Background: an optimization exercise with open tools, aiming at small area. Do not read the settings as production practice. The RTL was checked by simulation tests, not by an equivalence proof against the original design. No driver is modelled on the clock port, so clocking that relies on it looks cheaper here than on a real chip. No activity file was given, so power comes from the tool's default toggle rates.

// rp_acq
module rp_acq (
    input clk,
    input rst_n,
    input [31:0] gpio_data,
    input [13:0] adc_dat_a_in,
    input ext_trig,
    output [7:0] led_o,
    output [31:0] BRAM_write_address,
    output [31:0] BRAM_write_data,
    output [3:0] BRAM_wren
);
    reg c_st;             
    reg c_prev;           
    reg c_start;          
    reg [23:0] samples;
    reg [23:0] reps;
    reg [5:0] hops;       
    always @(posedge clk) begin
        c_prev <= rst_n & gpio_data[31];
        if (!rst_n) begin
            c_st <= 1'b0;
            c_start <= 1'b0;
            samples <= 24'd0;
            reps <= 24'd0;
            hops <= 6'd0;
        end else begin
            c_st <= ~c_st & (gpio_data[31] ^ c_prev);
            c_start <= c_st & (gpio_data[30:24] == 7'b0000001);
            if (c_st && gpio_data[30:25] == 6'b111110) samples <= gpio_data[23:0];
            if (c_st && gpio_data[30:25] == 6'b111111) reps <= gpio_data[23:0];
            if (c_st && gpio_data[30:25] == 6'b111101) hops <= gpio_data[5:0];
        end
    end
    reg [1:0] st;
    reg last_trig;
    reg [2:0] pc;         
    reg [23:0] slat;      
    reg [23:0] rcnt;      
    reg [13:0] x;         
    reg [24:0] widx;      
    wire run = st[1] & st[0];
    wire [25:0] wc;
    wire [24:0] winc;
    assign wc[0] = 1'b1;
    genvar gi;
    generate for (gi = 0; gi < 25; gi = gi + 1) begin : g_winc
        assign winc[gi] = widx[gi] ^ wc[gi];
        assign wc[gi + 1] = widx[gi] & wc[gi];
    end endgenerate
    wire last = (winc[23:0] == slat);
  ...
Size in the first run: ~1600 cells after synthesis, roughly 200 flip-flops, roughly 14000 µm² of cells after synthesis.
==> flow/config.mk <==
export PLATFORM = sky130hd
export DESIGN_NAME = rp_acq
export DESIGN_NICKNAME = rp_acq
export VERILOG_FILES = /design/flow/design.v
export SDC_FILE = /design/flow/constraint.sdc
export NUM_CORES = 8
export LEC_CHECK = 0
export ABC_AREA = 1
export CAP_MARGIN = 20
export CORE_MARGIN = 2
export CORE_UTILIZATION = 65
export SLEW_MARGIN = 20
==> flow/constraint.sdc <==
create_clock -name core_clock -period 8.0 [get_ports {clk}]
set_input_delay 1.6000 -clock core_clock [delete_from_list [all_inputs] [get_ports {clk}]]
set_output_delay 1.6000 -clock core_clock [all_outputs]
set_load 0.01 [all_outputs]
run.sh (not shown) runs the stock make flow with config.mk's settings and CLKGATE_MAP_FILE= SYNTH_SCRIPT=/design/flow/synth_recipe.tcl, a recipe that flattens the netlist after the stock synthesis.
Change:
--- a/flow/config.mk
+++ b/flow/config.mk
@@ -10,3 +10,5 @@
 export CORE_MARGIN = 2
-export CORE_UTILIZATION = 65
+export CORE_UTILIZATION = 40
+export CTS_BUF_LIST = sky130_fd_sc_hd__clkbuf_2 sky130_fd_sc_hd__clkbuf_4
+export CTS_CLUSTER_SIZE = 30
 export SLEW_MARGIN = 20
Result:
- total power came out lower by 5.8%
- first-iteration DRC count drops by 5.3%
- count of clock-buffer cells in the layout went up by 50
- combinational power goes down by about 5%
- fmax rises by 0.48%
- cell count grows by 12%
- non-clock buffer count goes up by 2
- routed wire length is higher by 6.2%
- clock skew rose by 0.036 ns
- area after synthesis stays the same
Change:
--- a/flow/config.mk
+++ b/flow/config.mk
@@ -11,4 +11,2 @@
 export CORE_UTILIZATION = 40
-export CTS_BUF_LIST = sky130_fd_sc_hd__clkbuf_2 sky130_fd_sc_hd__clkbuf_4
-export CTS_CLUSTER_SIZE = 30
 export SLEW_MARGIN = 20
The new run produced a clean layout. Count of clock-buffer cells in the layout is lower by 52. Power is higher by about 3.5%. Synthesized cell count stays the same. Sequential share of layout area is lower by 0.18 points. Setup slack loses 0.093 ns.
Change:
--- a/flow/config.mk
+++ b/flow/config.mk
@@ -11,2 +11,5 @@
 export CORE_UTILIZATION = 40
+export CTS_BUF_LIST = sky130_fd_sc_hd__clkbuf_8
+export CTS_CLUSTER_DIAMETER = 60
+export CTS_CLUSTER_SIZE = 40
 export SLEW_MARGIN = 20
Global-route usage came out lower by 0.19 points.
Flip-flop and latch count is unchanged.
Count of clock-buffer cells in the layout goes down by 3.
Via count is about the same.

* * *

Another version of the RTL of rp_acq (not shown whole).
Size in the first run: roughly 1,200 cells after synthesis, roughly 130 I/O pins, roughly 0.012 sq mm of cells after synthesis.
Settings: LEC_CHECK=0, ABC_AREA=1, CAP_MARGIN=10, CORE_MARGIN=2, CORE_UTILIZATION=55, GPL_TIMING_DRIVEN=0, SETUP_SLACK_MARGIN=0.1, SLEW_MARGIN=10; clock period 8.0 ns.
standard.sh (not shown) runs the stock make flow with config.mk's settings and CLKGATE_MAP_FILE= SYNTH_SCRIPT=/design/flow/synth_recipe.tcl, a recipe that flattens the netlist after the stock synthesis.
==> flow/flow/run.sh <==
#!/bin/bash
# Own layout flow: the standard synthesis, then the combinational logic
# between the standard synthesis's registers and adder cells is re-mapped for
# area with ABC (registers, full and half adders and tie cells are kept as
# they are), then the standard layout with a minimum-size buffer on every
# port.  Each tool writes its full output to a log file in this folder.
set -euo pipefail
W=$PWD
F=$W/flow
R=$W/orfs/results/${FLOW_PLATFORM}/rp_acq/base
YOSYS=${FLOW_HOME}/../tools/install/yosys/bin/yosys
[ -x "$YOSYS" ] || YOSYS=yosys
LIB=${FLOW_HOME}/platforms/${FLOW_PLATFORM}/lib/sky130_fd_sc_hd__tt_025C_1v80.lib

bash standard.sh synth > $W/log_1_standard_synth.log 2>&1
cp $R/1_2_yosys.v $W/standard_synth.v

python3 $F/reopt.py $W/standard_synth.v $W/reopt_in.v > $W/log_2_reopt_py.log 2>&1
bash $F/reopt.sh $W/reopt_in.v $W/reopt_out.v $W > $W/log_3_reopt.log 2>&1
cp $W/reopt_out.v $R/1_2_yosys.v

CTS="-sink_clustering_enable -repair_clock_nets -dont_use_dummy_load -buf_list sky130_fd_sc_hd__clkbuf_8 -sink_clustering_size 20 -sink_clustering_max_diameter 40"
MK=(BUFFER_PORTS_ARGS="-buffer_cell sky130_fd_sc_hd__buf_1" CTS_ARGS="$CTS")
bash standard.sh "${MK[@]}" cts > $W/log_4_standard_to_cts.log 2>&1
CTS_ODB=$R/4_cts.odb CTS_BIG=50 CTS_SMALL=25 openroad -no_init -exit $F/cts_resize.tcl > $W/log_5_cts_resize.log 2>&1
bash standard.sh "${MK[@]}" finish > $W/log_6_standard_layout.log 2>&1
==> flow/flow/cts_resize.tcl <==
# Size each clock tree buffer by the number of flip-flop clock pins it
# drives, so no clock pin sees a slow edge, then re-legalize the placement.
read_db $::env(CTS_ODB)
set block [ord::get_db_block]
set db [ord::get_db]
proc master {name} { return [[ord::get_db] findMaster $name] }
set changed 0
foreach inst [$block getInsts] {
  set m [[$inst getMaster] getName]
  if {![string match "sky130_fd_sc_hd__clkbuf_*" $m]} { continue }
  set out [$inst findITerm X]
  if {$out == "NULL"} { continue }
  set net [$out getNet]
  if {$net == "NULL" || [$net getSigType] != "CLOCK"} { continue }
  set ff 0
  set bufs 0
  set xs {}
  set ys {}
  foreach it [$net getITerms] {
    set bb [[$it getInst] getBBox]
    lappend xs [$bb xMin]
    lappend ys [$bb yMin]
    if {[$it isOutputSignal]} { continue }
    set mm [[$it getInst] getMaster]
    if {[string match "*clkbuf*" [$mm getName]]} { incr bufs } else { incr ff }
  }
  if {$bufs > 0} { continue }
  # estimated load in fF: about 2 fF per clock pin and 0.25 fF per um of
  # the pins' half perimeter
  set hpwl [expr {([tcl::mathfunc::max {*}$xs] - [tcl::mathfunc::min {*}$xs] + [tcl::mathfunc::max {*}$ys] - [tcl::mathfunc::min {*}$ys]) / 1000.0}]
  set load [expr {2.0 * $ff + 0.25 * $hpwl}]
  if {$load > $::env(CTS_BIG)} {
    set want sky130_fd_sc_hd__clkbuf_16
  } elseif {$load <= $::env(CTS_SMALL)} {
    set want sky130_fd_sc_hd__clkbuf_4
  } else {
    set want sky130_fd_sc_hd__clkbuf_8
  }
  if {$want != $m} {
    puts "[$inst getName]: $ff flip-flops, load about $load fF, $m -> $want"
    $inst swapMaster [master $want]
    incr changed
  }
}
puts "clock buffers resized: $changed"
detailed_placement
check_placement -verbose
write_db $::env(CTS_ODB)
==> flow/flow/reopt.sh <==
#!/bin/bash
# Re-map the combinational logic of $1 (prepared by reopt.py) with several
# ABC scripts in parallel (deepsyn is randomized: several seeds) and keep the
# smallest result as $2.  Each run's full output goes to a log in $3.
set -uo pipefail
IN=$1; OUT=$2; LOGDIR=$3
F=$(cd "$(dirname "$0")" && pwd)
YOSYS=${FLOW_HOME}/../tools/install/yosys/bin/yosys
[ -x "$YOSYS" ] || YOSYS=yosys
LIB=${FLOW_HOME}/platforms/${FLOW_PLATFORM}/lib/sky130_fd_sc_hd__tt_025C_1v80.lib
T=${REOPT_SECONDS:-90}
N=${REOPT_SEEDS:-0}
scripts=("strash; &get -n; &dch -f; &nf -a -R 1000; &put")
for s in $(seq 1 $N); do
  scripts+=("strash; &get -n; &deepsyn -T $T -S $s; &dch -f; &nf -a -R 1000; &put")
done
pids=()
for i in "${!scripts[@]}"; do
  d=$LOGDIR/reopt_$i; mkdir -p $d
  echo "${scripts[$i]}" | tr ';' '\n' | sed 's/^ *//' > $d/script.abc
  ( $YOSYS -p "read_liberty -lib $LIB; read_verilog $IN; hierarchy -top ${FLOW_TOP}; opt -purge; techmap; opt -fast; abc -liberty $LIB -dont_use *probe* -dont_use *lpflow* -script $d/script.abc; opt_clean -purge; setundef -zero; hilomap -singleton -hicell sky130_fd_sc_hd__conb_1 HI -locell sky130_fd_sc_hd__conb_1 LO; splitnets; opt_clean -purge; check; tee -o $d/stat.txt stat -liberty $LIB; write_verilog -noattr -nohex -nodec $d/out.v" > $LOGDIR/log_3_reopt_run$i.log 2>&1 ) &
  pids+=($!)
done
for p in "${pids[@]}"; do wait $p || true; done
best=""; bestA=""
for i in "${!scripts[@]}"; do
  d=$LOGDIR/reopt_$i
  a=$(grep "Chip area" $d/stat.txt 2>/dev/null | awk '{print $NF}')
  [ -n "$a" ] && [ -s $d/out.v ] || continue
  echo "run $i: area $a: ${scripts[$i]}"
  if [ -z "$bestA" ] || awk "BEGIN{exit !($a < $bestA)}"; then best=$i; bestA=$a; fi
done
echo "kept run $best, area $bestA"
cp $LOGDIR/reopt_$best/out.v $OUT
Other scripts of this flow, unchanged in this note and not shown: flow/flow/libfunc.py, flow/flow/reopt.py
Next try:
==> flow/flow/abc.constr (new file) <==
set_driving_cell sky130_fd_sc_hd__buf_1
set_load 5
--- a/flow/flow/reopt.sh
+++ b/flow/flow/reopt.sh
@@ -10,8 +10,9 @@
 LIB=${FLOW_HOME}/platforms/${FLOW_PLATFORM}/lib/sky130_fd_sc_hd__tt_025C_1v80.lib
 T=${REOPT_SECONDS:-90}
-N=${REOPT_SEEDS:-0}
-scripts=("strash; &get -n; &dch -f; &nf -a -R 1000; &put")
+N=${REOPT_SEEDS:-6}
+POST="; topo; stime -c; buffer -c; upsize -c; dnsize -c"
+scripts=("strash; &get -n; &dch -f; &nf -a -R 1000; &put$POST")
 for s in $(seq 1 $N); do
-  scripts+=("strash; &get -n; &deepsyn -T $T -S $s; &dch -f; &nf -a -R 1000; &put")
+  scripts+=("strash; &get -n; &deepsyn -T $T -S $s; &dch -f; &nf -a -R 1000; &put$POST")
 done
 pids=()
@@ -19,5 +20,5 @@
   d=$LOGDIR/reopt_$i; mkdir -p $d
   echo "${scripts[$i]}" | tr ';' '\n' | sed 's/^ *//' > $d/script.abc
-  ( $YOSYS -p "read_liberty -lib $LIB; read_verilog $IN; hierarchy -top ${FLOW_TOP}; opt -purge; techmap; opt -fast; abc -liberty $LIB -dont_use *probe* -dont_use *lpflow* -script $d/script.abc; opt_clean -purge; setundef -zero; hilomap -singleton -hicell sky130_fd_sc_hd__conb_1 HI -locell sky130_fd_sc_hd__conb_1 LO; splitnets; opt_clean -purge; check; tee -o $d/stat.txt stat -liberty $LIB; write_verilog -noattr -nohex -nodec $d/out.v" > $LOGDIR/log_3_reopt_run$i.log 2>&1 ) &
+  ( $YOSYS -p "read_liberty -lib $LIB; read_verilog $IN; hierarchy -top ${FLOW_TOP}; opt -purge; techmap; opt -fast; abc -liberty $LIB -dont_use *probe* -dont_use *lpflow* -D 8000 -constr $F/abc.constr -script $d/script.abc; opt_clean -purge; setundef -zero; hilomap -singleton -hicell sky130_fd_sc_hd__conb_1 HI -locell sky130_fd_sc_hd__conb_1 LO; splitnets; opt_clean -purge; check; tee -o $d/stat.txt stat -liberty $LIB; write_verilog -noattr -nohex -nodec $d/out.v" > $LOGDIR/log_3_reopt_run$i.log 2>&1 ) &
   pids+=($!)
 done
- CORE_UTILIZATION: 55 -> 40
What happened:
- The changed run finished clean
- critical path depth rises by 1
- design area rises by 2.3%
- first-iteration DRC count rises by 7.2%
Next try:
--- a/flow/flow/reopt.sh
+++ b/flow/flow/reopt.sh
@@ -11,8 +11,7 @@
 T=${REOPT_SECONDS:-90}
 N=${REOPT_SEEDS:-6}
-POST="; topo; stime -c; buffer -c; upsize -c; dnsize -c"
-scripts=("strash; &get -n; &dch -f; &nf -a -R 1000; &put$POST")
+scripts=("strash; &get -n; &dch -f; &nf -a -R 1000; &put")
 for s in $(seq 1 $N); do
-  scripts+=("strash; &get -n; &deepsyn -T $T -S $s; &dch -f; &nf -a -R 1000; &put$POST")
+  scripts+=("strash; &get -n; &deepsyn -T $T -S $s; &dch -f; &nf -a -R 1000; &put")
 done
 pids=()
@@ -20,5 +19,5 @@
   d=$LOGDIR/reopt_$i; mkdir -p $d
   echo "${scripts[$i]}" | tr ';' '\n' | sed 's/^ *//' > $d/script.abc
-  ( $YOSYS -p "read_liberty -lib $LIB; read_verilog $IN; hierarchy -top ${FLOW_TOP}; opt -purge; techmap; opt -fast; abc -liberty $LIB -dont_use *probe* -dont_use *lpflow* -D 8000 -constr $F/abc.constr -script $d/script.abc; opt_clean -purge; setundef -zero; hilomap -singleton -hicell sky130_fd_sc_hd__conb_1 HI -locell sky130_fd_sc_hd__conb_1 LO; splitnets; opt_clean -purge; check; tee -o $d/stat.txt stat -liberty $LIB; write_verilog -noattr -nohex -nodec $d/out.v" > $LOGDIR/log_3_reopt_run$i.log 2>&1 ) &
+  ( $YOSYS -p "read_liberty -lib $LIB; read_verilog $IN; hierarchy -top ${FLOW_TOP}; opt -purge; techmap; opt -fast; abc -liberty $LIB -dont_use *probe* -dont_use *lpflow* -script $d/script.abc; opt_clean -purge; setundef -zero; hilomap -singleton -hicell sky130_fd_sc_hd__conb_1 HI -locell sky130_fd_sc_hd__conb_1 LO; splitnets; opt_clean -purge; check; tee -o $d/stat.txt stat -liberty $LIB; write_verilog -noattr -nohex -nodec $d/out.v" > $LOGDIR/log_3_reopt_run$i.log 2>&1 ) &
   pids+=($!)
 done
removed: flow/flow/abc.constr
What happened: Global-route usage went down by 2.2 points. Final cell count went down by 3.4%. Combinational power went up by about 8%. Wire length went down by about 13%. Synthesized area went down by 2.6%. Design area went down by 0.95%. Via count went down by 4.7%. First-iteration DRC count went down by 1.8%. Die area went down by 2.6%.
Next try:
--- a/flow/flow/run.sh
+++ b/flow/flow/run.sh
@@ -23,4 +23,4 @@
 MK=(BUFFER_PORTS_ARGS="-buffer_cell sky130_fd_sc_hd__buf_1" CTS_ARGS="$CTS")
 bash standard.sh "${MK[@]}" cts > $W/log_4_standard_to_cts.log 2>&1
-CTS_ODB=$R/4_cts.odb CTS_BIG=50 CTS_SMALL=25 openroad -no_init -exit $F/cts_resize.tcl > $W/log_5_cts_resize.log 2>&1
+CTS_ODB=$R/4_cts.odb CTS_BIG=16 CTS_SMALL=8 openroad -no_init -exit $F/cts_resize.tcl > $W/log_5_cts_resize.log 2>&1
 bash standard.sh "${MK[@]}" finish > $W/log_6_standard_layout.log 2>&1
--- a/flow/flow/cts_resize.tcl
+++ b/flow/flow/cts_resize.tcl
@@ -15,10 +15,5 @@
   set ff 0
   set bufs 0
-  set xs {}
-  set ys {}
   foreach it [$net getITerms] {
-    set bb [[$it getInst] getBBox]
-    lappend xs [$bb xMin]
-    lappend ys [$bb yMin]
     if {[$it isOutputSignal]} { continue }
     set mm [[$it getInst] getMaster]
@@ -26,11 +21,7 @@
   }
   if {$bufs > 0} { continue }
-  # estimated load in fF: about 2 fF per clock pin and 0.25 fF per um of
-  # the pins' half perimeter
-  set hpwl [expr {([tcl::mathfunc::max {*}$xs] - [tcl::mathfunc::min {*}$xs] + [tcl::mathfunc::max {*}$ys] - [tcl::mathfunc::min {*}$ys]) / 1000.0}]
-  set load [expr {2.0 * $ff + 0.25 * $hpwl}]
-  if {$load > $::env(CTS_BIG)} {
+  if {$ff >= $::env(CTS_BIG)} {
     set want sky130_fd_sc_hd__clkbuf_16
-  } elseif {$load <= $::env(CTS_SMALL)} {
+  } elseif {$ff <= $::env(CTS_SMALL)} {
     set want sky130_fd_sc_hd__clkbuf_4
   } else {
@@ -38,5 +29,5 @@
   }
   if {$want != $m} {
-    puts "[$inst getName]: $ff flip-flops, load about $load fF, $m -> $want"
+    puts "[$inst getName]: $ff flip-flops, $m -> $want"
     $inst swapMaster [master $want]
     incr changed
- SETUP_SLACK_MARGIN: 0.1 -> not set
=> The changed run ran to the end with no violations; sequential share of layout area grows by 0.26 points; clock power falls by 4.9%; routed wire length drops by 0.76%; total power is lower by 3.5%; global-route usage went down by 0.32 points; combinational power drops by about 4%; count of clock-buffer cells in the layout does not change; first-iteration DRC count came out higher by 1.7%; final area went down by 0.86%.

## static timing again, ports no longer ideal
In the flow no input, the clock included, has a driving cell. The finished layouts below were timed again as built, in two steps. Step 1, drivers: a clkbuf_16 drives clk and a buf_2 each remaining input, both assumed. Step 2, shift: input delay + t, output delay - t, t = (earliest + latest rising clock arrival at the registers) / 2. This alone moves slack from input paths to output paths. Slacks: no drivers / after step 1 / after step 2; pairs: no drivers / after step 1.
| run | shift t [ns] | setup WS [ns] | latest minus earliest clock arrival (ns) | slew at the worst register clock pin (ns) |
|---|---|---|---|---|
| the first run of note 1 | 0.552 | 1.388 / 1.387 / 1.387 | 0.025 / 0.024 | 0.06 / 0.06 |
| the second run of note 1 | 0.734 | 1.419 / 1.419 / 1.419 | 0.060 / 0.060 | 0.08 / 0.08 |
| the third run of note 1 | 0.599 | 1.326 / 1.326 / 1.326 | 0.027 / 0.027 | 0.07 / 0.07 |
| the fourth run of note 1 | 0.631 | 1.317 / 1.317 / 1.317 | 0.022 / 0.022 | 0.11 / 0.11 |
| the first run of note 2 | 0.500 | 0.528 / 0.528 / 0.528 | 0.032 / 0.031 | 0.10 / 0.10 |
| the second run of note 2 | 0.530 | 0.383 / 0.383 / 0.383 | 0.035 / 0.035 | 0.10 / 0.10 |
| the third run of note 2 | 0.499 | 0.292 / 0.292 / 0.292 | 0.035 / 0.035 | 0.10 / 0.10 |
| the fourth run of note 2 | 0.512 | 0.157 / 0.157 / 0.157 | 0.047 / 0.047 | 0.12 / 0.12 |
After both steps setup and hold are still met in every run listed. The setup slack of the first run of note 1, which loses most, moves by -0.001 ns with the drivers and by -0.001 ns with both steps.
